This is an optimization exercise on Yosys and OpenROAD, whose aim is small area, not a production implementation. The RTL was checked by simulation tests, not by an equivalence proof against the original design.

File: config.mk
export PLATFORM = sky130hd
export DESIGN_NAME = acdma_top
export DESIGN_NICKNAME = acdma_top
export VERILOG_FILES = /design/flow/design.v
export SDC_FILE = /design/flow/constraint.sdc
export NUM_CORES = 4
export LEC_CHECK = 0
export CAP_MARGIN = 20
export CORE_MARGIN = 2
export CORE_UTILIZATION = 70
export PLACE_DENSITY = 0.8
export SLEW_MARGIN = 20
export SYNTH_HIERARCHICAL = 1
export SYNTH_MINIMUM_KEEP_SIZE = 0
File: constraint.sdc
create_clock -name core_clock -period 4.0 [get_ports {clk}]
set_input_delay 0.8000 -clock core_clock [delete_from_list [all_inputs] [get_ports {clk}]]
set_output_delay 0.8000 -clock core_clock [all_outputs]
set_load 0.01 [all_outputs]
File: design.v
package AggrCDMAPkg;
    parameter int CDMA_CODE_WIDTH = 16;                      
    parameter int NUM_PORTS       = CDMA_CODE_WIDTH;         
    parameter int DATA_WIDTH      = 8;                       
    parameter int LOG_CODE_WIDTH  = $clog2(CDMA_CODE_WIDTH-1); 
    parameter int COUNTER_WIDTH   = $clog2(CDMA_CODE_WIDTH-1);   
    parameter logic [CDMA_CODE_WIDTH*CDMA_CODE_WIDTH-1:0] CDMA_CODES    
                   = { 16'd0,
                       16'd21845,
                       16'd13107,
                       16'd26214,
                       16'd3855,
                       16'd23130,
                       16'd15420,
                       16'd26985,
                       16'd255,
                       16'd21930,
                       16'd13260,
                       16'd26265,
                       16'd4080,
                       16'd23205,
                       16'd15555,
                       16'd27030};
    typedef   logic [DATA_WIDTH-1:0] dataWord;  
endpackage
module fa3 (
  input  logic a,
  input  logic b,
  input  logic c,
  output logic s,
  output logic co
);
  assign s  = a ^ b ^ c;
  assign co = (a & b) | (a & c) | (b & c);
endmodule
module ha2 (
  input  logic a,
  input  logic b,
  output logic s,
  output logic co
);
  assign s  = a ^ b;
  assign co = a & b;
endmodule
module acdma_top (
  input  logic         clk,
  input  logic         rst,
  input  logic [127:0] data_in,
  output logic [127:0] decoded_out
);
  logic [15:1] chip;
  wire  [15:0] chipx = {chip, 1'b0};
  wire  [3:0]  ph = ~{chip[8], chip[4], chip[2], chip[1]};
  wire  [3:0]  nn = ~(ph + 4'h1);
  always_ff @(posedge clk) begin
    if (rst) {chip[12], chip[8], chip[4], chip[3], chip[2], chip[1]} <= 6'd0;
    else begin
      chip[1] <= nn[0];
      chip[2] <= nn[1];
      chip[3] <= nn[0] ^ nn[1];
      chip[4] <= nn[2];
      chip[8] <= nn[3];
      chip[12] <= nn[2] ^ nn[3];
    end
  end
  assign chip[5] = chip[1] ^ chip[4];
  assign chip[6] = chip[2] ^ chip[4];
  assign chip[7] = chip[3] ^ chip[4];
  assign chip[9] = chip[1] ^ chip[8];
  assign chip[10] = chip[2] ^ chip[8];
  assign chip[11] = chip[3] ^ chip[8];
  assign chip[13] = chip[1] ^ chip[12];
  assign chip[14] = chip[2] ^ chip[12];
  assign chip[15] = chip[3] ^ chip[12];
  logic [127:0] w;
  assign w[7:0] = {~(data_in[7] ^ chipx[0]), data_in[6:0] ^ {7{chipx[0]}}};
  assign w[15:8] = {~(data_in[15] ^ chipx[1]), data_in[14:8] ^ {7{chipx[1]}}};
  assign w[23:16] = {~(data_in[23] ^ chipx[2]), data_in[22:16] ^ {7{chipx[2]}}};
  assign w[31:24] = {~(data_in[31] ^ chipx[3]), data_in[30:24] ^ {7{chipx[3]}}};
  assign w[39:32] = {~(data_in[39] ^ chipx[4]), data_in[38:32] ^ {7{chipx[4]}}};
  assign w[47:40] = {~(data_in[47] ^ chipx[5]), data_in[46:40] ^ {7{chipx[5]}}};
  assign w[55:48] = {~(data_in[55] ^ chipx[6]), data_in[54:48] ^ {7{chipx[6]}}};
  assign w[63:56] = {~(data_in[63] ^ chipx[7]), data_in[62:56] ^ {7{chipx[7]}}};
  assign w[71:64] = {~(data_in[71] ^ chipx[8]), data_in[70:64] ^ {7{chipx[8]}}};
  assign w[79:72] = {~(data_in[79] ^ chipx[9]), data_in[78:72] ^ {7{chipx[9]}}};
  assign w[87:80] = {~(data_in[87] ^ chipx[10]), data_in[86:80] ^ {7{chipx[10]}}};
  assign w[95:88] = {~(data_in[95] ^ chipx[11]), data_in[94:88] ^ {7{chipx[11]}}};
  assign w[103:96] = {~(data_in[103] ^ chipx[12]), data_in[102:96] ^ {7{chipx[12]}}};
  assign w[111:104] = {~(data_in[111] ^ chipx[13]), data_in[110:104] ^ {7{chipx[13]}}};
  assign w[119:112] = {~(data_in[119] ^ chipx[14]), data_in[118:112] ^ {7{chipx[14]}}};
  assign w[127:120] = {~(data_in[127] ^ chipx[15]), data_in[126:120] ^ {7{chipx[15]}}};
  wire ts0, tc0;
  fa3 uts0 (.a(w[0]), .b(w[8]), .c(w[16]), .s(ts0), .co(tc0));
  wire ts1, tc1;
  fa3 uts1 (.a(w[24]), .b(w[32]), .c(w[64]), .s(ts1), .co(tc1));
  wire ts2, tc2;
  fa3 uts2 (.a(w[96]), .b(w[40]), .c(w[48]), .s(ts2), .co(tc2));
  wire ts3, tc3;
  fa3 uts3 (.a(w[56]), .b(w[72]), .c(w[80]), .s(ts3), .co(tc3));
  wire ts4, tc4;
  fa3 uts4 (.a(w[88]), .b(w[104]), .c(w[112]), .s(ts4), .co(tc4));
  wire ts5, tc5;
  fa3 uts5 (.a(w[120]), .b(ts0), .c(ts1), .s(ts5), .co(tc5));
  wire ts6, tc6;
  fa3 uts6 (.a(ts2), .b(ts3), .c(ts4), .s(ts6), .co(tc6));
  wire ts7, tc7;
  fa3 uts7 (.a(w[1]), .b(w[9]), .c(w[17]), .s(ts7), .co(tc7));
  wire ts8, tc8;
  fa3 uts8 (.a(w[25]), .b(w[33]), .c(w[65]), .s(ts8), .co(tc8));
  wire ts9, tc9;
  fa3 uts9 (.a(w[97]), .b(w[41]), .c(w[49]), .s(ts9), .co(tc9));
  wire ts10, tc10;
  fa3 uts10 (.a(w[57]), .b(w[73]), .c(w[81]), .s(ts10), .co(tc10));
  wire ts11, tc11;
  fa3 uts11 (.a(w[89]), .b(w[105]), .c(w[113]), .s(ts11), .co(tc11));
  wire ts12, tc12;
  fa3 uts12 (.a(w[121]), .b(tc0), .c(tc1), .s(ts12), .co(tc12));
  wire ts13, tc13;
  fa3 uts13 (.a(ts7), .b(ts8), .c(tc2), .s(ts13), .co(tc13));
  wire ts14, tc14;
  fa3 uts14 (.a(tc3), .b(tc4), .c(ts9), .s(ts14), .co(tc14));
  wire ts15, tc15;
  fa3 uts15 (.a(ts10), .b(ts11), .c(tc5), .s(ts15), .co(tc15));
  wire ts16, tc16;
  fa3 uts16 (.a(ts12), .b(tc6), .c(ts13), .s(ts16), .co(tc16));
  wire ts17, tc17;
  fa3 uts17 (.a(w[2]), .b(w[10]), .c(w[18]), .s(ts17), .co(tc17));
  wire ts18, tc18;
  fa3 uts18 (.a(w[26]), .b(w[34]), .c(w[66]), .s(ts18), .co(tc18));
  wire ts19, tc19;
  fa3 uts19 (.a(w[98]), .b(w[42]), .c(w[50]), .s(ts19), .co(tc19));
  wire ts20, tc20;
  fa3 uts20 (.a(w[58]), .b(w[74]), .c(w[82]), .s(ts20), .co(tc20));
  wire ts21, tc21;
  fa3 uts21 (.a(w[90]), .b(w[106]), .c(w[114]), .s(ts21), .co(tc21));
  wire ts22, tc22;
  fa3 uts22 (.a(w[122]), .b(tc7), .c(tc8), .s(ts22), .co(tc22));
  wire ts23, tc23;
  fa3 uts23 (.a(ts17), .b(ts18), .c(tc9), .s(ts23), .co(tc23));
  wire ts24, tc24;
  fa3 uts24 (.a(tc10), .b(tc11), .c(ts19), .s(ts24), .co(tc24));
  wire ts25, tc25;
  fa3 uts25 (.a(ts20), .b(ts21), .c(tc12), .s(ts25), .co(tc25));
  wire ts26, tc26;
  fa3 uts26 (.a(ts22), .b(tc13), .c(tc14), .s(ts26), .co(tc26));
  wire ts27, tc27;
  fa3 uts27 (.a(ts23), .b(ts24), .c(tc15), .s(ts27), .co(tc27));
  wire ts28, tc28;
  fa3 uts28 (.a(ts25), .b(tc16), .c(ts26), .s(ts28), .co(tc28));
  wire ts29, tc29;
  fa3 uts29 (.a(w[3]), .b(w[11]), .c(w[19]), .s(ts29), .co(tc29));
  wire ts30, tc30;
  fa3 uts30 (.a(w[27]), .b(w[35]), .c(w[67]), .s(ts30), .co(tc30));
  wire ts31, tc31;
  fa3 uts31 (.a(w[99]), .b(w[43]), .c(w[51]), .s(ts31), .co(tc31));
  wire ts32, tc32;
  fa3 uts32 (.a(w[59]), .b(w[75]), .c(w[83]), .s(ts32), .co(tc32));
  wire ts33, tc33;
  fa3 uts33 (.a(w[91]), .b(w[107]), .c(w[115]), .s(ts33), .co(tc33));
  wire ts34, tc34;
  fa3 uts34 (.a(w[123]), .b(tc17), .c(tc18), .s(ts34), .co(tc34));
  wire ts35, tc35;
  fa3 uts35 (.a(ts29), .b(ts30), .c(tc19), .s(ts35), .co(tc35));
  wire ts36, tc36;
  fa3 uts36 (.a(tc20), .b(tc21), .c(ts31), .s(ts36), .co(tc36));
  wire ts37, tc37;
  fa3 uts37 (.a(ts32), .b(ts33), .c(tc22), .s(ts37), .co(tc37));
  wire ts38, tc38;
  fa3 uts38 (.a(ts34), .b(tc23), .c(tc24), .s(ts38), .co(tc38));
  wire ts39, tc39;
  fa3 uts39 (.a(ts35), .b(tc25), .c(ts36), .s(ts39), .co(tc39));
  wire ts40, tc40;
  fa3 uts40 (.a(ts37), .b(tc26), .c(ts38), .s(ts40), .co(tc40));
  wire ts41, tc41;
  fa3 uts41 (.a(tc27), .b(ts39), .c(tc28), .s(ts41), .co(tc41));
  wire ts42, tc42;
  fa3 uts42 (.a(w[4]), .b(w[12]), .c(w[20]), .s(ts42), .co(tc42));
  wire ts43, tc43;
  fa3 uts43 (.a(w[28]), .b(w[36]), .c(w[68]), .s(ts43), .co(tc43));
  wire ts44, tc44;
  fa3 uts44 (.a(w[100]), .b(w[44]), .c(w[52]), .s(ts44), .co(tc44));
  wire ts45, tc45;
  fa3 uts45 (.a(w[60]), .b(w[76]), .c(w[84]), .s(ts45), .co(tc45));
  wire ts46, tc46;
  fa3 uts46 (.a(w[92]), .b(w[108]), .c(w[116]), .s(ts46), .co(tc46));
  wire ts47, tc47;
  fa3 uts47 (.a(w[124]), .b(tc29), .c(tc30), .s(ts47), .co(tc47));
  wire ts48, tc48;
  fa3 uts48 (.a(ts42), .b(ts43), .c(tc31), .s(ts48), .co(tc48));
  wire ts49, tc49;
  fa3 uts49 (.a(tc32), .b(tc33), .c(ts44), .s(ts49), .co(tc49));
  wire ts50, tc50;
  fa3 uts50 (.a(ts45), .b(ts46), .c(tc34), .s(ts50), .co(tc50));
  wire ts51, tc51;
  fa3 uts51 (.a(ts47), .b(tc35), .c(tc36), .s(ts51), .co(tc51));
  wire ts52, tc52;
  fa3 uts52 (.a(ts48), .b(tc37), .c(ts49), .s(ts52), .co(tc52));
  wire ts53, tc53;
  fa3 uts53 (.a(ts50), .b(tc38), .c(tc39), .s(ts53), .co(tc53));
  wire ts54, tc54;
  fa3 uts54 (.a(ts51), .b(ts52), .c(tc40), .s(ts54), .co(tc54));
  wire ts55, tc55;
  fa3 uts55 (.a(w[5]), .b(w[13]), .c(w[21]), .s(ts55), .co(tc55));
  wire ts56, tc56;
  fa3 uts56 (.a(w[29]), .b(w[37]), .c(w[69]), .s(ts56), .co(tc56));
  wire ts57, tc57;
  fa3 uts57 (.a(w[101]), .b(w[45]), .c(w[53]), .s(ts57), .co(tc57));
  wire ts58, tc58;
  fa3 uts58 (.a(w[61]), .b(w[77]), .c(w[85]), .s(ts58), .co(tc58));
  wire ts59, tc59;
  fa3 uts59 (.a(w[93]), .b(w[109]), .c(w[117]), .s(ts59), .co(tc59));
  wire ts60, tc60;
  fa3 uts60 (.a(w[125]), .b(tc42), .c(tc43), .s(ts60), .co(tc60));
  wire ts61, tc61;
  fa3 uts61 (.a(ts55), .b(ts56), .c(tc44), .s(ts61), .co(tc61));
  wire ts62, tc62;
  fa3 uts62 (.a(tc45), .b(tc46), .c(ts57), .s(ts62), .co(tc62));
  wire ts63, tc63;
  fa3 uts63 (.a(ts58), .b(ts59), .c(tc47), .s(ts63), .co(tc63));
  wire ts64, tc64;
  fa3 uts64 (.a(ts60), .b(tc48), .c(tc49), .s(ts64), .co(tc64));
  wire ts65, tc65;
  fa3 uts65 (.a(ts61), .b(tc50), .c(ts62), .s(ts65), .co(tc65));
  wire ts66, tc66;
  fa3 uts66 (.a(ts63), .b(tc51), .c(tc52), .s(ts66), .co(tc66));
  wire ts67, tc67;
  fa3 uts67 (.a(ts64), .b(ts65), .c(tc53), .s(ts67), .co(tc67));
  wire ts68, tc68;
  fa3 uts68 (.a(w[6]), .b(w[14]), .c(w[22]), .s(ts68), .co(tc68));
  wire ts69, tc69;
  fa3 uts69 (.a(w[30]), .b(w[38]), .c(w[70]), .s(ts69), .co(tc69));
  wire ts70, tc70;
  fa3 uts70 (.a(w[102]), .b(w[46]), .c(w[54]), .s(ts70), .co(tc70));
  wire ts71, tc71;
  fa3 uts71 (.a(w[62]), .b(w[78]), .c(w[86]), .s(ts71), .co(tc71));
  wire ts72, tc72;
  fa3 uts72 (.a(w[94]), .b(w[110]), .c(w[118]), .s(ts72), .co(tc72));
  wire ts73, tc73;
  fa3 uts73 (.a(w[126]), .b(tc55), .c(tc56), .s(ts73), .co(tc73));
  wire ts74, tc74;
  fa3 uts74 (.a(ts68), .b(ts69), .c(tc57), .s(ts74), .co(tc74));
  wire ts75, tc75;
  fa3 uts75 (.a(tc58), .b(tc59), .c(ts70), .s(ts75), .co(tc75));
  wire ts76, tc76;
  fa3 uts76 (.a(ts71), .b(ts72), .c(tc60), .s(ts76), .co(tc76));
  wire ts77, tc77;
  fa3 uts77 (.a(ts73), .b(tc61), .c(tc62), .s(ts77), .co(tc77));
  wire ts78, tc78;
  fa3 uts78 (.a(ts74), .b(tc63), .c(ts75), .s(ts78), .co(tc78));
  wire ts79, tc79;
  fa3 uts79 (.a(ts76), .b(tc64), .c(tc65), .s(ts79), .co(tc79));
  wire ts80, tc80;
  fa3 uts80 (.a(ts77), .b(ts78), .c(tc66), .s(ts80), .co(tc80));
  wire ts81, tc81;
  fa3 uts81 (.a(w[7]), .b(w[15]), .c(w[23]), .s(ts81), .co(tc81));
  wire ts82, tc82;
  fa3 uts82 (.a(w[31]), .b(w[39]), .c(w[71]), .s(ts82), .co(tc82));
  wire ts83, tc83;
  fa3 uts83 (.a(w[103]), .b(w[47]), .c(w[55]), .s(ts83), .co(tc83));
  wire ts84, tc84;
  fa3 uts84 (.a(w[63]), .b(w[79]), .c(w[87]), .s(ts84), .co(tc84));
  wire ts85, tc85;
  fa3 uts85 (.a(w[95]), .b(w[111]), .c(w[119]), .s(ts85), .co(tc85));
  wire ts86, tc86;
  fa3 uts86 (.a(w[127]), .b(tc68), .c(tc69), .s(ts86), .co(tc86));
  wire ts87, tc87;
  fa3 uts87 (.a(ts81), .b(ts82), .c(tc70), .s(ts87), .co(tc87));
  wire ts88, tc88;
  fa3 uts88 (.a(tc71), .b(tc72), .c(ts83), .s(ts88), .co(tc88));
  wire ts89, tc89;
  fa3 uts89 (.a(ts84), .b(ts85), .c(tc73), .s(ts89), .co(tc89));
  wire ts90, tc90;
  fa3 uts90 (.a(ts86), .b(tc74), .c(tc75), .s(ts90), .co(tc90));
  wire ts91, tc91;
  fa3 uts91 (.a(ts87), .b(tc76), .c(ts88), .s(ts91), .co(tc91));
  wire ts92, tc92;
  fa3 uts92 (.a(ts89), .b(tc77), .c(tc78), .s(ts92), .co(tc92));
  wire ts93, tc93;
  fa3 uts93 (.a(ts90), .b(ts91), .c(tc79), .s(ts93), .co(tc93));
  wire ts94, tc94;
  fa3 uts94 (.a(tc81), .b(tc82), .c(tc83), .s(ts94), .co(tc94));
  wire ts95, tc95;
  fa3 uts95 (.a(tc84), .b(tc85), .c(tc86), .s(ts95), .co(tc95));
  wire ts96, tc96;
  fa3 uts96 (.a(tc87), .b(tc88), .c(ts94), .s(ts96), .co(tc96));
  wire ts97, tc97;
  fa3 uts97 (.a(tc89), .b(ts95), .c(tc90), .s(ts97), .co(tc97));
  wire ts98, tc98;
  fa3 uts98 (.a(tc91), .b(ts96), .c(tc92), .s(ts98), .co(tc98));
  wire ts99, tc99;
  fa3 uts99 (.a(tc94), .b(tc95), .c(tc96), .s(ts99), .co(tc99));
  wire [11:0] t0 = {1'b0, tc99, tc97, ts97, ts92, ts79, ts66, ts53, ts40, ts27, ts14, ts5};
  wire [11:0] t1 = {1'b0, 1'b0, ts99, tc93, tc80, tc67, tc54, tc41, ts41, ts28, ts15, ts6};
  wire [11:0] t2 = {1'b0, 1'b0, tc98, ts98, ts93, ts80, ts67, ts54, 1'b0, 1'b0, ts16, 1'b0};
  logic [11:0] a0, a1, a2;
  logic [11:0] r1, r2;
  logic [11:4] r3;
  logic [4:0] xl;
  logic [6:0] xd;
  logic cx;
  wire sel = ~ph[0];
  wire [4:0] xa = sel ? {r2[3:0], 1'b0} : r2[4:0];
  wire [4:0] xb = sel ? ~xl : r1[4:0];
  wire [5:0] xc;
  wire [4:0] xs;
  ha2 uxl0 (.a(xa[0]), .b(xb[0]), .s(xs[0]), .co(xc[1]));
  fa3 uxl1 (.a(xa[1]), .b(xb[1]), .c(xc[1]), .s(xs[1]), .co(xc[2]));
  fa3 uxl2 (.a(xa[2]), .b(xb[2]), .c(xc[2]), .s(xs[2]), .co(xc[3]));
  fa3 uxl3 (.a(xa[3]), .b(xb[3]), .c(xc[3]), .s(xs[3]), .co(xc[4]));
  fa3 uxl4 (.a(xa[4]), .b(xb[4]), .c(xc[4]), .s(xs[4]), .co(xc[5]));
  wire [6:0] ya = sel ? r3[11:5] : r3[10:4];
  wire [6:0] yb = sel ? r2[11:5] : ~xd;
  wire [7:0] yc;
  wire [6:0] ys;
  assign yc[0] = cx;
  fa3 uxh0 (.a(ya[0]), .b(yb[0]), .c(yc[0]), .s(ys[0]), .co(yc[1]));
  fa3 uxh1 (.a(ya[1]), .b(yb[1]), .c(yc[1]), .s(ys[1]), .co(yc[2]));
  fa3 uxh2 (.a(ya[2]), .b(yb[2]), .c(yc[2]), .s(ys[2]), .co(yc[3]));
  fa3 uxh3 (.a(ya[3]), .b(yb[3]), .c(yc[3]), .s(ys[3]), .co(yc[4]));
  fa3 uxh4 (.a(ya[4]), .b(yb[4]), .c(yc[4]), .s(ys[4]), .co(yc[5]));
  fa3 uxh5 (.a(ya[5]), .b(yb[5]), .c(yc[5]), .s(ys[5]), .co(yc[6]));
  assign ys[6] = ya[6] ^ yb[6] ^ yc[6];
  always_ff @(posedge clk) begin
    a0 <= t0;
    a1 <= t1;
    a2 <= t2;
    r1 <= a0 + a1 + a2;
    r2 <= r1;
    r3 <= r2[11:4];
    xl <= xs;
    cx <= xc[5];
    xd <= ys;
  end
  wire [4:0] xlo = xl;
  logic [7:0] sl, sh;
  logic clr_lo, clr_hi;
  assign clr_lo = (ph == 4'd4) | (ph == 4'd5);
  always_comb begin
    case (ph)
      4'd0: sl = 8'haa;
      4'd1: sl = 8'h55;
      4'd2: sl = 8'h00;
      4'd3: sl = 8'h00;
      4'd4: sl = 8'h5a;
      4'd5: sl = 8'hb4;
      4'd6: sl = 8'he1;
      4'd7: sl = 8'hc3;
      4'd8: sl = 8'ha5;
      4'd9: sl = 8'h4b;
      4'd10: sl = 8'h1e;
      4'd11: sl = 8'h3c;
      4'd12: sl = 8'h99;
      4'd13: sl = 8'h33;
      4'd14: sl = 8'h66;
      4'd15: sl = 8'hcc;
      default: sl = 8'h00;
    endcase
  end
  always_ff @(posedge clk) begin
    sh <= sl;
    clr_hi <= clr_lo;
  end
  logic [4:0] klo [0:7];
  logic [6:0] khi [0:7];
  assign klo[0] = ph[0] ? 5'h1c : 5'h1c;
  assign khi[0] = ph[0] ? 7'h7f : 7'h7f;
  assign klo[1] = ph[0] ? 5'h1c : 5'h1c;
  assign khi[1] = ph[0] ? 7'h7f : 7'h7f;
  assign klo[2] = ph[0] ? 5'h1c : 5'h18;
  assign khi[2] = ph[0] ? 7'h3 : 7'h7f;
  assign klo[3] = ph[0] ? 5'h0 : 5'h1c;
  assign khi[3] = ph[0] ? 7'h7f : 7'h0;
  assign klo[4] = ph[0] ? 5'h1c : 5'h1c;
  assign khi[4] = ph[0] ? 7'h7f : 7'h7f;
  assign klo[5] = ph[0] ? 5'h1c : 5'h1c;
  assign khi[5] = ph[0] ? 7'h7f : 7'h7f;
  assign klo[6] = ph[0] ? 5'h1c : 5'h1c;
  assign khi[6] = ph[0] ? 7'h7f : 7'h7f;
  assign klo[7] = ph[0] ? 5'h1c : 5'h1c;
  assign khi[7] = ph[0] ? 7'h7f : 7'h7f;
  logic [11:0] ring [0:15];
  logic [7:0]  cy;
  wire [4:0] la0 = clr_lo ? klo[0] : ring[0][4:0];
  wire [4:0] lb0 = xlo ^ {5{sl[0]}};
  wire [5:0] lc0;
  wire [4:0] ls0;
  assign lc0[0] = 1'b0;
  ha2 ul0_0 (.a(la0[0]), .b(lb0[0]), .s(ls0[0]), .co(lc0[1]));
  fa3 ul0_1 (.a(la0[1]), .b(lb0[1]), .c(lc0[1]), .s(ls0[1]), .co(lc0[2]));
  fa3 ul0_2 (.a(la0[2]), .b(lb0[2]), .c(lc0[2]), .s(ls0[2]), .co(lc0[3]));
  fa3 ul0_3 (.a(la0[3]), .b(lb0[3]), .c(lc0[3]), .s(ls0[3]), .co(lc0[4]));
  fa3 ul0_4 (.a(la0[4]), .b(lb0[4]), .c(lc0[4]), .s(ls0[4]), .co(lc0[5]));
  wire [6:0] ha0 = clr_hi ? khi[0] : ring[1][11:5];
  wire [6:0] hb0 = xd ^ {7{sh[0]}};
  wire [6:0] hc0;
  wire [6:0] hs0;
  assign hc0[0] = cy[0];
  fa3 uh0_0 (.a(ha0[0]), .b(hb0[0]), .c(hc0[0]), .s(hs0[0]), .co(hc0[1]));
  fa3 uh0_1 (.a(ha0[1]), .b(hb0[1]), .c(hc0[1]), .s(hs0[1]), .co(hc0[2]));
  fa3 uh0_2 (.a(ha0[2]), .b(hb0[2]), .c(hc0[2]), .s(hs0[2]), .co(hc0[3]));
  fa3 uh0_3 (.a(ha0[3]), .b(hb0[3]), .c(hc0[3]), .s(hs0[3]), .co(hc0[4]));
  fa3 uh0_4 (.a(ha0[4]), .b(hb0[4]), .c(hc0[4]), .s(hs0[4]), .co(hc0[5]));
  fa3 uh0_5 (.a(ha0[5]), .b(hb0[5]), .c(hc0[5]), .s(hs0[5]), .co(hc0[6]));
  assign hs0[6] = ha0[6] ^ hb0[6] ^ hc0[6];
  wire [4:0] la1 = clr_lo ? klo[1] : ring[2][4:0];
  wire [4:0] lb1 = xlo ^ {5{sl[1]}};
  wire [5:0] lc1;
  wire [4:0] ls1;
  assign lc1[0] = 1'b0;
  ha2 ul1_0 (.a(la1[0]), .b(lb1[0]), .s(ls1[0]), .co(lc1[1]));
  fa3 ul1_1 (.a(la1[1]), .b(lb1[1]), .c(lc1[1]), .s(ls1[1]), .co(lc1[2]));
  fa3 ul1_2 (.a(la1[2]), .b(lb1[2]), .c(lc1[2]), .s(ls1[2]), .co(lc1[3]));
  fa3 ul1_3 (.a(la1[3]), .b(lb1[3]), .c(lc1[3]), .s(ls1[3]), .co(lc1[4]));
  fa3 ul1_4 (.a(la1[4]), .b(lb1[4]), .c(lc1[4]), .s(ls1[4]), .co(lc1[5]));
  wire [6:0] ha1 = clr_hi ? khi[1] : ring[3][11:5];
  wire [6:0] hb1 = xd ^ {7{sh[1]}};
  wire [6:0] hc1;
  wire [6:0] hs1;
  assign hc1[0] = cy[1];
  fa3 uh1_0 (.a(ha1[0]), .b(hb1[0]), .c(hc1[0]), .s(hs1[0]), .co(hc1[1]));
  fa3 uh1_1 (.a(ha1[1]), .b(hb1[1]), .c(hc1[1]), .s(hs1[1]), .co(hc1[2]));
  fa3 uh1_2 (.a(ha1[2]), .b(hb1[2]), .c(hc1[2]), .s(hs1[2]), .co(hc1[3]));
  fa3 uh1_3 (.a(ha1[3]), .b(hb1[3]), .c(hc1[3]), .s(hs1[3]), .co(hc1[4]));
  fa3 uh1_4 (.a(ha1[4]), .b(hb1[4]), .c(hc1[4]), .s(hs1[4]), .co(hc1[5]));
  fa3 uh1_5 (.a(ha1[5]), .b(hb1[5]), .c(hc1[5]), .s(hs1[5]), .co(hc1[6]));
  assign hs1[6] = ha1[6] ^ hb1[6] ^ hc1[6];
  wire [4:0] la2 = clr_lo ? klo[2] : ring[4][4:0];
  wire [4:0] lb2 = xlo ^ {5{sl[2]}};
  wire [5:0] lc2;
  wire [4:0] ls2;
  assign lc2[0] = 1'b0;
  ha2 ul2_0 (.a(la2[0]), .b(lb2[0]), .s(ls2[0]), .co(lc2[1]));
  fa3 ul2_1 (.a(la2[1]), .b(lb2[1]), .c(lc2[1]), .s(ls2[1]), .co(lc2[2]));
  fa3 ul2_2 (.a(la2[2]), .b(lb2[2]), .c(lc2[2]), .s(ls2[2]), .co(lc2[3]));
  fa3 ul2_3 (.a(la2[3]), .b(lb2[3]), .c(lc2[3]), .s(ls2[3]), .co(lc2[4]));
  fa3 ul2_4 (.a(la2[4]), .b(lb2[4]), .c(lc2[4]), .s(ls2[4]), .co(lc2[5]));
  wire [6:0] ha2 = clr_hi ? khi[2] : ring[5][11:5];
  wire [6:0] hb2 = xd ^ {7{sh[2]}};
  wire [6:0] hc2;
  wire [6:0] hs2;
  assign hc2[0] = cy[2];
  fa3 uh2_0 (.a(ha2[0]), .b(hb2[0]), .c(hc2[0]), .s(hs2[0]), .co(hc2[1]));
  fa3 uh2_1 (.a(ha2[1]), .b(hb2[1]), .c(hc2[1]), .s(hs2[1]), .co(hc2[2]));
  fa3 uh2_2 (.a(ha2[2]), .b(hb2[2]), .c(hc2[2]), .s(hs2[2]), .co(hc2[3]));
  fa3 uh2_3 (.a(ha2[3]), .b(hb2[3]), .c(hc2[3]), .s(hs2[3]), .co(hc2[4]));
  fa3 uh2_4 (.a(ha2[4]), .b(hb2[4]), .c(hc2[4]), .s(hs2[4]), .co(hc2[5]));
  fa3 uh2_5 (.a(ha2[5]), .b(hb2[5]), .c(hc2[5]), .s(hs2[5]), .co(hc2[6]));
  assign hs2[6] = ha2[6] ^ hb2[6] ^ hc2[6];
  wire [4:0] la3 = clr_lo ? klo[3] : ring[6][4:0];
  wire [4:0] lb3 = xlo ^ {5{sl[3]}};
  wire [5:0] lc3;
  wire [4:0] ls3;
  assign lc3[0] = 1'b0;
  ha2 ul3_0 (.a(la3[0]), .b(lb3[0]), .s(ls3[0]), .co(lc3[1]));
  fa3 ul3_1 (.a(la3[1]), .b(lb3[1]), .c(lc3[1]), .s(ls3[1]), .co(lc3[2]));
  fa3 ul3_2 (.a(la3[2]), .b(lb3[2]), .c(lc3[2]), .s(ls3[2]), .co(lc3[3]));
  fa3 ul3_3 (.a(la3[3]), .b(lb3[3]), .c(lc3[3]), .s(ls3[3]), .co(lc3[4]));
  fa3 ul3_4 (.a(la3[4]), .b(lb3[4]), .c(lc3[4]), .s(ls3[4]), .co(lc3[5]));
  wire [6:0] ha3 = clr_hi ? khi[3] : ring[7][11:5];
  wire [6:0] hb3 = xd ^ {7{sh[3]}};
  wire [6:0] hc3;
  wire [6:0] hs3;
  assign hc3[0] = cy[3];
  fa3 uh3_0 (.a(ha3[0]), .b(hb3[0]), .c(hc3[0]), .s(hs3[0]), .co(hc3[1]));
  fa3 uh3_1 (.a(ha3[1]), .b(hb3[1]), .c(hc3[1]), .s(hs3[1]), .co(hc3[2]));
  fa3 uh3_2 (.a(ha3[2]), .b(hb3[2]), .c(hc3[2]), .s(hs3[2]), .co(hc3[3]));
  fa3 uh3_3 (.a(ha3[3]), .b(hb3[3]), .c(hc3[3]), .s(hs3[3]), .co(hc3[4]));
  fa3 uh3_4 (.a(ha3[4]), .b(hb3[4]), .c(hc3[4]), .s(hs3[4]), .co(hc3[5]));
  fa3 uh3_5 (.a(ha3[5]), .b(hb3[5]), .c(hc3[5]), .s(hs3[5]), .co(hc3[6]));
  assign hs3[6] = ha3[6] ^ hb3[6] ^ hc3[6];
  wire [4:0] la4 = clr_lo ? klo[4] : ring[8][4:0];
  wire [4:0] lb4 = xlo ^ {5{sl[4]}};
  wire [5:0] lc4;
  wire [4:0] ls4;
  assign lc4[0] = 1'b0;
  ha2 ul4_0 (.a(la4[0]), .b(lb4[0]), .s(ls4[0]), .co(lc4[1]));
  fa3 ul4_1 (.a(la4[1]), .b(lb4[1]), .c(lc4[1]), .s(ls4[1]), .co(lc4[2]));
  fa3 ul4_2 (.a(la4[2]), .b(lb4[2]), .c(lc4[2]), .s(ls4[2]), .co(lc4[3]));
  fa3 ul4_3 (.a(la4[3]), .b(lb4[3]), .c(lc4[3]), .s(ls4[3]), .co(lc4[4]));
  fa3 ul4_4 (.a(la4[4]), .b(lb4[4]), .c(lc4[4]), .s(ls4[4]), .co(lc4[5]));
  wire [6:0] ha4 = clr_hi ? khi[4] : ring[9][11:5];
  wire [6:0] hb4 = xd ^ {7{sh[4]}};
  wire [6:0] hc4;
  wire [6:0] hs4;
  assign hc4[0] = cy[4];
  fa3 uh4_0 (.a(ha4[0]), .b(hb4[0]), .c(hc4[0]), .s(hs4[0]), .co(hc4[1]));
  fa3 uh4_1 (.a(ha4[1]), .b(hb4[1]), .c(hc4[1]), .s(hs4[1]), .co(hc4[2]));
  fa3 uh4_2 (.a(ha4[2]), .b(hb4[2]), .c(hc4[2]), .s(hs4[2]), .co(hc4[3]));
  fa3 uh4_3 (.a(ha4[3]), .b(hb4[3]), .c(hc4[3]), .s(hs4[3]), .co(hc4[4]));
  fa3 uh4_4 (.a(ha4[4]), .b(hb4[4]), .c(hc4[4]), .s(hs4[4]), .co(hc4[5]));
  fa3 uh4_5 (.a(ha4[5]), .b(hb4[5]), .c(hc4[5]), .s(hs4[5]), .co(hc4[6]));
  assign hs4[6] = ha4[6] ^ hb4[6] ^ hc4[6];
  wire [4:0] la5 = clr_lo ? klo[5] : ring[10][4:0];
  wire [4:0] lb5 = xlo ^ {5{sl[5]}};
  wire [5:0] lc5;
  wire [4:0] ls5;
  assign lc5[0] = 1'b0;
  ha2 ul5_0 (.a(la5[0]), .b(lb5[0]), .s(ls5[0]), .co(lc5[1]));
  fa3 ul5_1 (.a(la5[1]), .b(lb5[1]), .c(lc5[1]), .s(ls5[1]), .co(lc5[2]));
  fa3 ul5_2 (.a(la5[2]), .b(lb5[2]), .c(lc5[2]), .s(ls5[2]), .co(lc5[3]));
  fa3 ul5_3 (.a(la5[3]), .b(lb5[3]), .c(lc5[3]), .s(ls5[3]), .co(lc5[4]));
  fa3 ul5_4 (.a(la5[4]), .b(lb5[4]), .c(lc5[4]), .s(ls5[4]), .co(lc5[5]));
  wire [6:0] ha5 = clr_hi ? khi[5] : ring[11][11:5];
  wire [6:0] hb5 = xd ^ {7{sh[5]}};
  wire [6:0] hc5;
  wire [6:0] hs5;
  assign hc5[0] = cy[5];
  fa3 uh5_0 (.a(ha5[0]), .b(hb5[0]), .c(hc5[0]), .s(hs5[0]), .co(hc5[1]));
  fa3 uh5_1 (.a(ha5[1]), .b(hb5[1]), .c(hc5[1]), .s(hs5[1]), .co(hc5[2]));
  fa3 uh5_2 (.a(ha5[2]), .b(hb5[2]), .c(hc5[2]), .s(hs5[2]), .co(hc5[3]));
  fa3 uh5_3 (.a(ha5[3]), .b(hb5[3]), .c(hc5[3]), .s(hs5[3]), .co(hc5[4]));
  fa3 uh5_4 (.a(ha5[4]), .b(hb5[4]), .c(hc5[4]), .s(hs5[4]), .co(hc5[5]));
  fa3 uh5_5 (.a(ha5[5]), .b(hb5[5]), .c(hc5[5]), .s(hs5[5]), .co(hc5[6]));
  assign hs5[6] = ha5[6] ^ hb5[6] ^ hc5[6];
  wire [4:0] la6 = clr_lo ? klo[6] : ring[12][4:0];
  wire [4:0] lb6 = xlo ^ {5{sl[6]}};
  wire [5:0] lc6;
  wire [4:0] ls6;
  assign lc6[0] = 1'b0;
  ha2 ul6_0 (.a(la6[0]), .b(lb6[0]), .s(ls6[0]), .co(lc6[1]));
  fa3 ul6_1 (.a(la6[1]), .b(lb6[1]), .c(lc6[1]), .s(ls6[1]), .co(lc6[2]));
  fa3 ul6_2 (.a(la6[2]), .b(lb6[2]), .c(lc6[2]), .s(ls6[2]), .co(lc6[3]));
  fa3 ul6_3 (.a(la6[3]), .b(lb6[3]), .c(lc6[3]), .s(ls6[3]), .co(lc6[4]));
  fa3 ul6_4 (.a(la6[4]), .b(lb6[4]), .c(lc6[4]), .s(ls6[4]), .co(lc6[5]));
  wire [6:0] ha6 = clr_hi ? khi[6] : ring[13][11:5];
  wire [6:0] hb6 = xd ^ {7{sh[6]}};
  wire [6:0] hc6;
  wire [6:0] hs6;
  assign hc6[0] = cy[6];
  fa3 uh6_0 (.a(ha6[0]), .b(hb6[0]), .c(hc6[0]), .s(hs6[0]), .co(hc6[1]));
  fa3 uh6_1 (.a(ha6[1]), .b(hb6[1]), .c(hc6[1]), .s(hs6[1]), .co(hc6[2]));
  fa3 uh6_2 (.a(ha6[2]), .b(hb6[2]), .c(hc6[2]), .s(hs6[2]), .co(hc6[3]));
  fa3 uh6_3 (.a(ha6[3]), .b(hb6[3]), .c(hc6[3]), .s(hs6[3]), .co(hc6[4]));
  fa3 uh6_4 (.a(ha6[4]), .b(hb6[4]), .c(hc6[4]), .s(hs6[4]), .co(hc6[5]));
  fa3 uh6_5 (.a(ha6[5]), .b(hb6[5]), .c(hc6[5]), .s(hs6[5]), .co(hc6[6]));
  assign hs6[6] = ha6[6] ^ hb6[6] ^ hc6[6];
  wire [4:0] la7 = clr_lo ? klo[7] : ring[14][4:0];
  wire [4:0] lb7 = xlo ^ {5{sl[7]}};
  wire [5:0] lc7;
  wire [4:0] ls7;
  assign lc7[0] = 1'b0;
  ha2 ul7_0 (.a(la7[0]), .b(lb7[0]), .s(ls7[0]), .co(lc7[1]));
  fa3 ul7_1 (.a(la7[1]), .b(lb7[1]), .c(lc7[1]), .s(ls7[1]), .co(lc7[2]));
  fa3 ul7_2 (.a(la7[2]), .b(lb7[2]), .c(lc7[2]), .s(ls7[2]), .co(lc7[3]));
  fa3 ul7_3 (.a(la7[3]), .b(lb7[3]), .c(lc7[3]), .s(ls7[3]), .co(lc7[4]));
  fa3 ul7_4 (.a(la7[4]), .b(lb7[4]), .c(lc7[4]), .s(ls7[4]), .co(lc7[5]));
  wire [6:0] ha7 = clr_hi ? khi[7] : ring[15][11:5];
  wire [6:0] hb7 = xd ^ {7{sh[7]}};
  wire [6:0] hc7;
  wire [6:0] hs7;
  assign hc7[0] = cy[7];
  fa3 uh7_0 (.a(ha7[0]), .b(hb7[0]), .c(hc7[0]), .s(hs7[0]), .co(hc7[1]));
  fa3 uh7_1 (.a(ha7[1]), .b(hb7[1]), .c(hc7[1]), .s(hs7[1]), .co(hc7[2]));
  fa3 uh7_2 (.a(ha7[2]), .b(hb7[2]), .c(hc7[2]), .s(hs7[2]), .co(hc7[3]));
  fa3 uh7_3 (.a(ha7[3]), .b(hb7[3]), .c(hc7[3]), .s(hs7[3]), .co(hc7[4]));
  fa3 uh7_4 (.a(ha7[4]), .b(hb7[4]), .c(hc7[4]), .s(hs7[4]), .co(hc7[5]));
  fa3 uh7_5 (.a(ha7[5]), .b(hb7[5]), .c(hc7[5]), .s(hs7[5]), .co(hc7[6]));
  assign hs7[6] = ha7[6] ^ hb7[6] ^ hc7[6];
  always_ff @(posedge clk) begin
    ring[1] <= {ring[0][11:5], ls0};
    cy[0] <= lc0[5];
    ring[2] <= {hs0, ring[1][4:0]};
    ring[3] <= {ring[2][11:5], ls1};
    cy[1] <= lc1[5];
    ring[4] <= {hs1, ring[3][4:0]};
    ring[5] <= {ring[4][11:5], ls2};
    cy[2] <= lc2[5];
    ring[6] <= {hs2, ring[5][4:0]};
    ring[7] <= {ring[6][11:5], ls3};
    cy[3] <= lc3[5];
    ring[8] <= {hs3, ring[7][4:0]};
    ring[9] <= {ring[8][11:5], ls4};
    cy[4] <= lc4[5];
    ring[10] <= {hs4, ring[9][4:0]};
    ring[11] <= {ring[10][11:5], ls5};
    cy[5] <= lc5[5];
    ring[12] <= {hs5, ring[11][4:0]};
    ring[13] <= {ring[12][11:5], ls6};
    cy[6] <= lc6[5];
    ring[14] <= {hs6, ring[13][4:0]};
    ring[15] <= {ring[14][11:5], ls7};
    cy[7] <= lc7[5];
    ring[0] <= {hs7, ring[15][4:0]};
  end
  logic [0:0] cap [0:7];
  always_ff @(posedge clk) begin
    cap[0] <= ring[4][4:4];
    cap[1] <= ring[6][4:4];
    cap[2] <= ring[8][4:4];
    cap[3] <= ring[10][4:4];
    cap[4] <= ring[12][4:4];
    cap[5] <= ring[14][4:4];
    cap[6] <= ring[0][4:4];
    cap[7] <= ring[2][4:4];
  end
  assign decoded_out[7:0] = {ring[5][11:5], cap[0]};
  assign decoded_out[15:8] = ring[6][11:4];
  assign decoded_out[23:16] = {ring[7][11:5], cap[1]};
  assign decoded_out[31:24] = ring[8][11:4];
  assign decoded_out[39:32] = {ring[9][11:5], cap[2]};
  assign decoded_out[47:40] = ring[10][11:4];
  assign decoded_out[55:48] = {ring[11][11:5], cap[3]};
  assign decoded_out[63:56] = ring[12][11:4];
  assign decoded_out[71:64] = {ring[13][11:5], cap[4]};
  assign decoded_out[79:72] = ring[14][11:4];
  assign decoded_out[87:80] = {ring[15][11:5], cap[5]};
  assign decoded_out[95:88] = ring[0][11:4];
  assign decoded_out[103:96] = {ring[1][11:5], cap[6]};
  assign decoded_out[111:104] = ring[2][11:4];
  assign decoded_out[119:112] = {ring[3][11:5], cap[7]};
  assign decoded_out[127:120] = ring[4][11:4];
endmodule
File: flow/run.sh
#!/bin/bash
# The standard layout, with the smallest buffer on every input and output port
# instead of the flow's default choice, and clock tree synthesis without dummy
# loads and with smaller clock buffers.  make's output goes to flow_make.log.
set -euo pipefail
export BUFFER_PORTS_ARGS="-buffer_cell sky130_fd_sc_hd__buf_1"
export CTS_ARGS="-sink_clustering_enable -repair_clock_nets -dont_use_dummy_load -buf_list {sky130_fd_sc_hd__clkbuf_8} -sink_clustering_size 16 -sink_clustering_max_diameter 50"
bash standard.sh > flow_make.log 2>&1
File: standard.sh
#!/bin/bash
# synth_recipe.tcl (not shown) runs the flow's synth.tcl, then flattens the netlist and writes it again
# the make line also repeats each setting of config.mk as NAME=value (left out here)
make -C /OpenROAD-flow-scripts/flow DESIGN_CONFIG=/design/flow/config.mk WORK_HOME=/design/flow/orfs CLKGATE_MAP_FILE= SYNTH_SCRIPT=/design/flow/synth_recipe.tcl "${@:-finish}"
==> flow_summary.json, run 1 <==
{
  "outcome": "no timing/DRC/antenna violations",
  "fin_util": 0.7471,
  "synth_area_per_cell_um2": 12.75,
  "vias": 8099,
  "layout-drive-gt1-share": 0.08987,
  "rsz0062_at_grt": "no",
  "fillerInstances": 1423,
  "numClockSinks": 296,
  "synth_compound_area_frac": 0.02437,
  "critPathLaunchType": "flip-flop",
  "synth.area.top_cells": "dfxtp_1, fa_1, xor2_1, xnor2_1, buf_4",
  "maxSlewViolCount": 0,
  "grt_max_degree": 36,
  "track_usage": 0.2581,
  "setup-tns-final_ns": 0,
  "vias_per_cell": 5.100,
  "drc": 0,
  "synth_top_area_share": 0.3926,
  "yosys.area_share.simple": 0.04833,
  "ys_seq_elements": 296,
  "muxShareOfSynthArea": 0.009615,
  "gp_congestion": 0.8758,
  "dieHeight_um": 150.8,
  "area_growth_pct": 4.377,
  "grt_pass1_wl_um": 44310,
  "wire_per_inst_um": 17.63,
  "port_buffers": 257,
  "netlist_area_um2": 15090,
  "critPathRequiredTime_ns": 4.39,
  "h-tree-depth": 1,
  "antenna_cells": 0,
  "cts.clk_slew.worst_paths_ns": 0.10,
  "nets": 1669,
  "die_x_um": 150.8,
  "grt_pass1_vias": 8770,
  "dp_hpwl_um": 23050,
  "yosysTopAreaCell": "dfxtp_1",
  "core_um2": 21090,
  "tightest_slew_ns": 0.8297,
  "ys.warnings.count": 20,
  "wirelength_um": 28000,
  "clk_latency_ns": 0.55,
  "cp-end-kind": "flip-flop",
  "synthCells": 1184,
  "arrival_ns": 4.21,
  "clock_path_buffers": 3,
  "final_common_cell": "dfxtp_1",
  "cp_max_fo": 20,
  "antenna_found_initial": 0,
  "cts_buffers": 24,
  "grt-ovfl-total": 0,
  "ctsRootBufferMaster": "clkbuf_8",
  "hold_buffers": 0,
  "finalCriticalPeriod_ns": 3.815,
  "slew_headroom": 0.4442,
  "crit_type": "flip-flop to flip-flop",
  "postCtsSetupBuffers": 0,
  "fin_worst_skew_ns": 0.04529,
  "ys_types": 41,
  "final_cell_mix": "dfxtp_1, buf_1, fa_1",
  "synth_top_family_by_area": "adder cells",
  "synthXorXnorAreaFrac": 0.1538,
  "first_pass_iters": 4,
  "drt_iter0_markers": 329,
  "setup_viol": 0,
  "fmax_mhz": 262.2,
  "dieArea_um2": 22750,
  "route.antenna.remaining_nets": 0,
  "cts_tree": "built",
  "cts_resized": 0,
  "design.portCount": 258,
  "ys_seq_area_frac": 0.3926,
  "min_period_over_period": 0.9537,
  "max_cap_violations": 0,
  "row_count": 53,
  "hold_viol_final": 0,
  "hold_path.class": "flip-flop to flip-flop",
  "synthesis.nets": 1538,
  "synth_adder_area_share": 0.2842,
  "start_util": 0.7158
}
Yosys stat by module, one instance, submodules excluded:
module     cells  copies in the design  flops+latches
acdma_top    985                     1            296
ha2            1                     9              0
fa3            1                   190              0
cell families (layout without fill, tap and decap cells):
logic type                 Yosys count  after routing
AOI/OAI and AO/OA                   54             54
xor gates and xnor gates           253            253
adders and majority gates          224            224
buffers and inverters              209            338
DFF                                296            296
muxes                               12             12
and+or+nand+nor                    136            136
metal layers:
metal | up-vias | share of wire | wire length, um | track usage
met4 | 0 | 0.028 | 776 | 0.08411
li1 | 3743 | - | - | -
met5 | - | 0 | 0 | 0
met3 | 57 | 0.055 | 1530 | 0.03464
met1 | 4008 | 0.41 | 11340 | 0.3248
met2 | 291 | 0.51 | 14350 | 0.4634
final timing paths:
path	from	endpoint	cells after the start	slack [ns]
min	ring[4][8]	ring[5][8]	0	0.33
max reg2reg	clr_hi	ring[2][11]	10	0.19
min reg2reg	ring[4][8]	ring[5][8]	0	0.33
max	clr_hi	ring[2][11]	10	0.19
flip-flops by register name (all words and copies together), names as in the netlist:
register	count
cx	1
cy	8
a1	10
r1	12
a0	11
r3	8
chip	6
cap	8
clr_hi	1
ring	192
xd	7
xl	5
r2	12
sh	8
a2	7
worst max-delay path, cell delays in order, from the launching register on:
cell and delay, ns:
dfxtp_4 0.42, or2_2 0.34, fa_1 0.46, fa_1 0.42, fa_1 0.42, fa_1 0.40, fa_1 0.39, fa_1 0.38
xnor2_1 0.15, xnor2_1 0.16, xnor2_1 0.14
synth_stat cells (all sizes together):
master and n:
nor2 19, a21oi 8, a31o 1, xnor2 130
mux2i 2, o21ai 32, fa 198, nor2b 4
a31oi 2, dfxtp 296, a211o 1, mux2 10
nor3 1, a21o 1, nand2b 23, o221a 1
o221ai 1, nand2 32, ha 26, inv 33
o311ai 1, a211oi 3, a21boi 2, clkbuf 25
a221oi 1, and4 1, and2 16, or2 40
buf 151, xor2 123
through the flow:
stage                     hold slack [ns]  setup WS (ns)  std cells  area [um2]
after floorplan                    0.3096        0.08236       1184       15090
after global routing               0.3321        0.01326       1588       15760
after CTS                          0.3271         0.1084       1588       15750
after detailed placement           0.3121         0.1088       1564       15420
after global placement             0.3098         0.1654       1564       15420
final                              0.3261         0.1854       1588       15760
layout make-up:
cell class	count	area [um2]	area share
clock buffers	24	330.3	0.02097
inverters	33	123.9	0.007862
well taps	275	344.1	0.02184
repair buffers	281	1170	0.07425
multi-input cells	679	7853	0.4984
flip-flops and latches	296	5934	0.3767
==> inputs of run 2 (changes only) <==
--- a/design.v
+++ b/design.v
@@ -338,20 +338,20 @@
   always_comb begin
     case (ph)
-      4'd0: sl = 8'haa;
-      4'd1: sl = 8'h55;
+      4'd0: sl = 8'h1e;
+      4'd1: sl = 8'h1e;
       4'd2: sl = 8'h00;
       4'd3: sl = 8'h00;
-      4'd4: sl = 8'h5a;
-      4'd5: sl = 8'hb4;
-      4'd6: sl = 8'he1;
-      4'd7: sl = 8'hc3;
-      4'd8: sl = 8'ha5;
+      4'd4: sl = 8'h9c;
+      4'd5: sl = 8'h9c;
+      4'd6: sl = 8'hc9;
+      4'd7: sl = 8'hc9;
+      4'd8: sl = 8'h4b;
       4'd9: sl = 8'h4b;
-      4'd10: sl = 8'h1e;
-      4'd11: sl = 8'h3c;
-      4'd12: sl = 8'h99;
-      4'd13: sl = 8'h33;
-      4'd14: sl = 8'h66;
-      4'd15: sl = 8'hcc;
+      4'd10: sl = 8'h55;
+      4'd11: sl = 8'h55;
+      4'd12: sl = 8'h63;
+      4'd13: sl = 8'h63;
+      4'd14: sl = 8'hc9;
+      4'd15: sl = 8'hc9;
       default: sl = 8'h00;
     endcase
@@ -363,12 +363,12 @@
   logic [4:0] klo [0:7];
   logic [6:0] khi [0:7];
-  assign klo[0] = ph[0] ? 5'h1c : 5'h1c;
-  assign khi[0] = ph[0] ? 7'h7f : 7'h7f;
+  assign klo[0] = ph[0] ? 5'h0 : 5'h18;
+  assign khi[0] = ph[0] ? 7'h3 : 7'h0;
   assign klo[1] = ph[0] ? 5'h1c : 5'h1c;
   assign khi[1] = ph[0] ? 7'h7f : 7'h7f;
-  assign klo[2] = ph[0] ? 5'h1c : 5'h18;
-  assign khi[2] = ph[0] ? 7'h3 : 7'h7f;
-  assign klo[3] = ph[0] ? 5'h0 : 5'h1c;
-  assign khi[3] = ph[0] ? 7'h7f : 7'h0;
+  assign klo[2] = ph[0] ? 5'h1c : 5'h1c;
+  assign khi[2] = ph[0] ? 7'h7f : 7'h7f;
+  assign klo[3] = ph[0] ? 5'h1c : 5'h1c;
+  assign khi[3] = ph[0] ? 7'h7f : 7'h7f;
   assign klo[4] = ph[0] ? 5'h1c : 5'h1c;
   assign khi[4] = ph[0] ? 7'h7f : 7'h7f;
@@ -585,28 +585,28 @@
   logic [0:0] cap [0:7];
   always_ff @(posedge clk) begin
-    cap[0] <= ring[4][4:4];
-    cap[1] <= ring[6][4:4];
-    cap[2] <= ring[8][4:4];
-    cap[3] <= ring[10][4:4];
-    cap[4] <= ring[12][4:4];
-    cap[5] <= ring[14][4:4];
-    cap[6] <= ring[0][4:4];
-    cap[7] <= ring[2][4:4];
+    cap[0] <= ring[0][4:4];
+    cap[1] <= ring[8][4:4];
+    cap[2] <= ring[4][4:4];
+    cap[3] <= ring[12][4:4];
+    cap[4] <= ring[14][4:4];
+    cap[5] <= ring[10][4:4];
+    cap[6] <= ring[2][4:4];
+    cap[7] <= ring[6][4:4];
   end
-  assign decoded_out[7:0] = {ring[5][11:5], cap[0]};
-  assign decoded_out[15:8] = ring[6][11:4];
-  assign decoded_out[23:16] = {ring[7][11:5], cap[1]};
+  assign decoded_out[7:0] = {ring[1][11:5], cap[0]};
+  assign decoded_out[15:8] = ring[0][11:4];
+  assign decoded_out[23:16] = {ring[9][11:5], cap[1]};
   assign decoded_out[31:24] = ring[8][11:4];
-  assign decoded_out[39:32] = {ring[9][11:5], cap[2]};
-  assign decoded_out[47:40] = ring[10][11:4];
-  assign decoded_out[55:48] = {ring[11][11:5], cap[3]};
+  assign decoded_out[39:32] = {ring[5][11:5], cap[2]};
+  assign decoded_out[47:40] = ring[4][11:4];
+  assign decoded_out[55:48] = {ring[13][11:5], cap[3]};
   assign decoded_out[63:56] = ring[12][11:4];
-  assign decoded_out[71:64] = {ring[13][11:5], cap[4]};
+  assign decoded_out[71:64] = {ring[15][11:5], cap[4]};
   assign decoded_out[79:72] = ring[14][11:4];
-  assign decoded_out[87:80] = {ring[15][11:5], cap[5]};
-  assign decoded_out[95:88] = ring[0][11:4];
-  assign decoded_out[103:96] = {ring[1][11:5], cap[6]};
+  assign decoded_out[87:80] = {ring[11][11:5], cap[5]};
+  assign decoded_out[95:88] = ring[10][11:4];
+  assign decoded_out[103:96] = {ring[3][11:5], cap[6]};
   assign decoded_out[111:104] = ring[2][11:4];
-  assign decoded_out[119:112] = {ring[3][11:5], cap[7]};
-  assign decoded_out[127:120] = ring[4][11:4];
+  assign decoded_out[119:112] = {ring[7][11:5], cap[7]};
+  assign decoded_out[127:120] = ring[6][11:4];
 endmodule
==> flow/run.sh (replaced) <==
#!/bin/bash
# The standard layout, with the smallest buffer on every input and output port
# instead of the flow's default choice, and clock tree synthesis without dummy
# loads and with smaller clock buffers, then downsizing of gates off the
# critical paths after global routing (power recovery).  make's output goes to flow_make.log.
set -euo pipefail
export BUFFER_PORTS_ARGS="-buffer_cell sky130_fd_sc_hd__buf_1"
export CTS_ARGS="-sink_clustering_enable -repair_clock_nets -dont_use_dummy_load -buf_list {sky130_fd_sc_hd__clkbuf_8} -sink_clustering_size 20 -sink_clustering_max_diameter 60"
export RECOVER_POWER=100
bash standard.sh > flow_make.log 2>&1
==> flow_summary.json, run 2 <==
{
  "dieArea_um2": 22360,
  "antenna_cells": 0,
  "synth_area_per_cell_um2": 13.17,
  "finalCriticalPeriod_ns": 3.833,
  "finish.instance_area_um2": 15310,
  "setup-tns-final_ns": 0,
  "cp_max_fo": 9,
  "wirelength_um": 27030,
  "path_buf_inv": 1,
  "synthXorXnorAreaFrac": 0.1454,
  "ys.warnings.count": 20,
  "final_common_cell": "dfxtp_1",
  "antenna_found_initial": 0,
  "port_buffers": 257,
  "core_um2": 20890,
  "gp_congestion": 0.8772,
  "grt_max_degree": 43,
  "route.antenna.remaining_nets": 0,
  "critPathRequiredTime_ns": 4.41,
  "arrival_ns": 4.24,
  "wire_per_inst_um": 17.78,
  "hold_buffers": 0,
  "numClockSinks": 294,
  "cts_resized": 0,
  "dp_hpwl_um": 22370,
  "synth_top_family_by_area": "adder cells",
  "netlist_area_um2": 14830,
  "cts_tree": "built",
  "hp-start": "r1[9]",
  "critical-path-top-delay-family": "adder cells",
  "rsz0062_at_grt": "no",
  "ctsRootBufferMaster": "clkbuf_8",
  "crit_type": "flip-flop to flip-flop",
  "crit_path_max_incr_delay_ns": 0.74,
  "ys_types": 41,
  "clk_latency_ns": 0.52,
  "fin_worst_skew_ns": 0.02316,
  "tightest_slew_ns": 0.8451,
  "min_period_over_period": 0.9582,
  "largest_reg_flops": 192,
  "cp-end-kind": "flip-flop",
  "first_pass_iters": 4,
  "crit_slowest_cell": "mux2i_1",
  "ys_seq_elements": 294,
  "postCtsSetupBuffers": 0,
  "vias_per_cell": 4.977,
  "vias": 7565,
  "area_growth_pct": 3.241,
  "worstReg2RegEnd": "ring[3][4]",
  "placedCellCount": 1502,
  "slew_headroom": 0.4205,
  "final_cell_mix": "dfxtp_1, buf_1, fa_1",
  "instances_no_fill": 1520,
  "r2r_setup_slack_ns": 0.17,
  "hold_path.class": "flip-flop to flip-flop",
  "synthCells": 1126,
  "crit_cells": 8,
  "yosysTopAreaCell": "dfxtp_1",
  "row_count": 53,
  "regMostFlops": "ring",
  "track_usage": 0.2543,
  "cts_buffers": 18,
  "cts.clk_slew.worst_paths_ns": 0.11,
  "synth.area.top_cells": "dfxtp_1, fa_1, xnor2_1, buf_4, xor2_1",
  "grt_pass1_vias": 8479,
  "hold_viol_final": 0,
  "h-tree-depth": 1,
  "maxSlewViolCount": 0,
  "synth_adder_area_share": 0.2918,
  "synthTopCellsByCount": "dfxtp_1, fa_1, buf_4",
  "grt_pass1_wl_um": 43130,
  "nets": 1604,
  "worstHoldEndpoint": "r2[9]",
  "outcome": "no timing/DRC/antenna violations",
  "synthesis.nets": 1483,
  "setup_viol": 0,
  "start_util": 0.7098,
  "layout-drive-gt1-share": 0.09880,
  "dieHeight_um": 149.5,
  "reg.largest.list": "ring (192), r1 (12), r2 (12)",
  "clock_path_buffers": 3,
  "ys_seq_area_frac": 0.3970,
  "holdPathStages": 0,
  "drc": 0,
  "yosys_most_used_dff": "dfxtp_1",
  "fmax_mhz": 260.9,
  "r2r-start": "chip[8]",
  "grt-ovfl-total": 0,
  "critPathLaunchType": "flip-flop",
  "synth_compound_area_frac": 0.01612,
  "synth_edf_count": 0,
  "drt_iter0_markers": 287,
  "r2r_cells": 8,
  "async_flop_share": 0,
  "yosys.area_share.simple": 0.04979,
  "yosysMostFrequentCell": "dfxtp_1",
  "path_cells": "buf_4, mux2i_1, xnor2_1, ha_1, fa_1, fa_1, fa_1, fa_1",
  "crit_path_frequent_cell": "fa_1",
  "synth_top_area_share": 0.3970,
  "max_cap_violations": 0,
  "muxShareOfSynthArea": 0.01215,
  "design.portCount": 258,
  "die_x_um": 149.5,
  "placed_area_um2": 15080
}
[run 2: cell types whose count changed in the layout (fill, tap and decap cells not counted), sizes merged, moves of 15 or more]
| cell | before | now |
|---|---|---|
| nor2b | 4 | 26 |
| nand2 | 32 | 17 |
| nand2b | 23 | 1 |
| or2 | 40 | 63 |
| and2 | 16 | 0 |
| xor2 | 123 | 101 |
[run 2: routing by layer]
metal | vias up | wire [um] | part of all wire | GRT usage
met5 | - | 0 | 0 | 0
met4 | 0 | 856 | 0.032 | 0.08238
met3 | 53 | 1349 | 0.050 | 0.03232
met2 | 267 | 13920 | 0.51 | 0.4610
met1 | 3707 | 10910 | 0.40 | 0.3170
li1 | 3538 | - | - | -
[run 2: final cells by class]
cell class,instances,area (um2)
sequential,294,5888
clock buffer,18,247.7
inverter,25,93.84
multi-input combinational,634,7624
timing repair buffer,274,1110
fill,1454,5582
tap,275,344.1
[run 2: logic make-up after synthesis]
kind of cell	Yosys count
adder cells (fa/ha/maj)	227
XOR/XNOR	229
AO/OA/AOI/OAI	35
multiplexers	13
flip-flops	294
buffers and inverters	198
AND/OR/NAND/NOR	130
[run 2: stage by stage]
stage          utilization  hold WS (ns)  worst slack [ns]
5_1_grt             0.7328        0.3297           0.03231
3_3_place_gp        0.7221        0.3104            0.2789
6_report            0.7328        0.3267            0.1673
4_1_cts             0.7340        0.3317            0.2434
2_1_floorplan            -        0.3096           0.06614
3_5_place_dp        0.7221        0.3121            0.2372
[run 2: modules after synthesis (local to each module, per instance)]
module / cells inside / area [um2] / copies in the design / flip-flops and latches
acdma_top: 927 / 10910 / 1 / 294
fa3: 1 / 20.02 / 190 / 0
ha2: 1 / 12.51 / 9 / 0
[run 2: worst max-delay path by stage]
stage	from	end	slack [ns]
floorplan	chip[2]	a1[3]	0.07
global placement	data_in[9]	a2[6]	0.28
detailed placement	data_in[24]	a2[5]	0.24
CTS	sh[7]	ring[0][11]	0.24
global route	chip[8]	ring[3][4]	0.03
finish	chip[8]	ring[3][4]	0.17

[re-timing with driven ports]
The flow's constraints put no driver on any port. The routed layouts listed below were extracted and timed again, unchanged, in two steps.
Step 1 sets driving cells, clkbuf_16 on the clock port and buf_2 on the other inputs (assumed; they add their load-dependent delay and slew).
Step 2, shift: input delay + t, output delay - t, t = (earliest + latest rising clock arrival at the registers) / 2. This alone moves slack from input paths to output paths.
a / b / c = no drivers / after step 1 / after step 2; a / b = the first two.
| run | shift t [ns] | setup slack, ns | worst register clock-pin slew, ns |
|---|---|---|---|
| run 1 | 0.565 | 0.185 / 0.185 / 0.184 | 0.10 / 0.10 |
| run 2 | 0.546 | 0.167 / 0.167 / 0.167 | 0.12 / 0.12 |
After both steps every run listed still meets setup and hold. For run 1, which loses most, drivers alone change the setup slack by 0.000 ns; drivers and shift together by -0.001 ns.
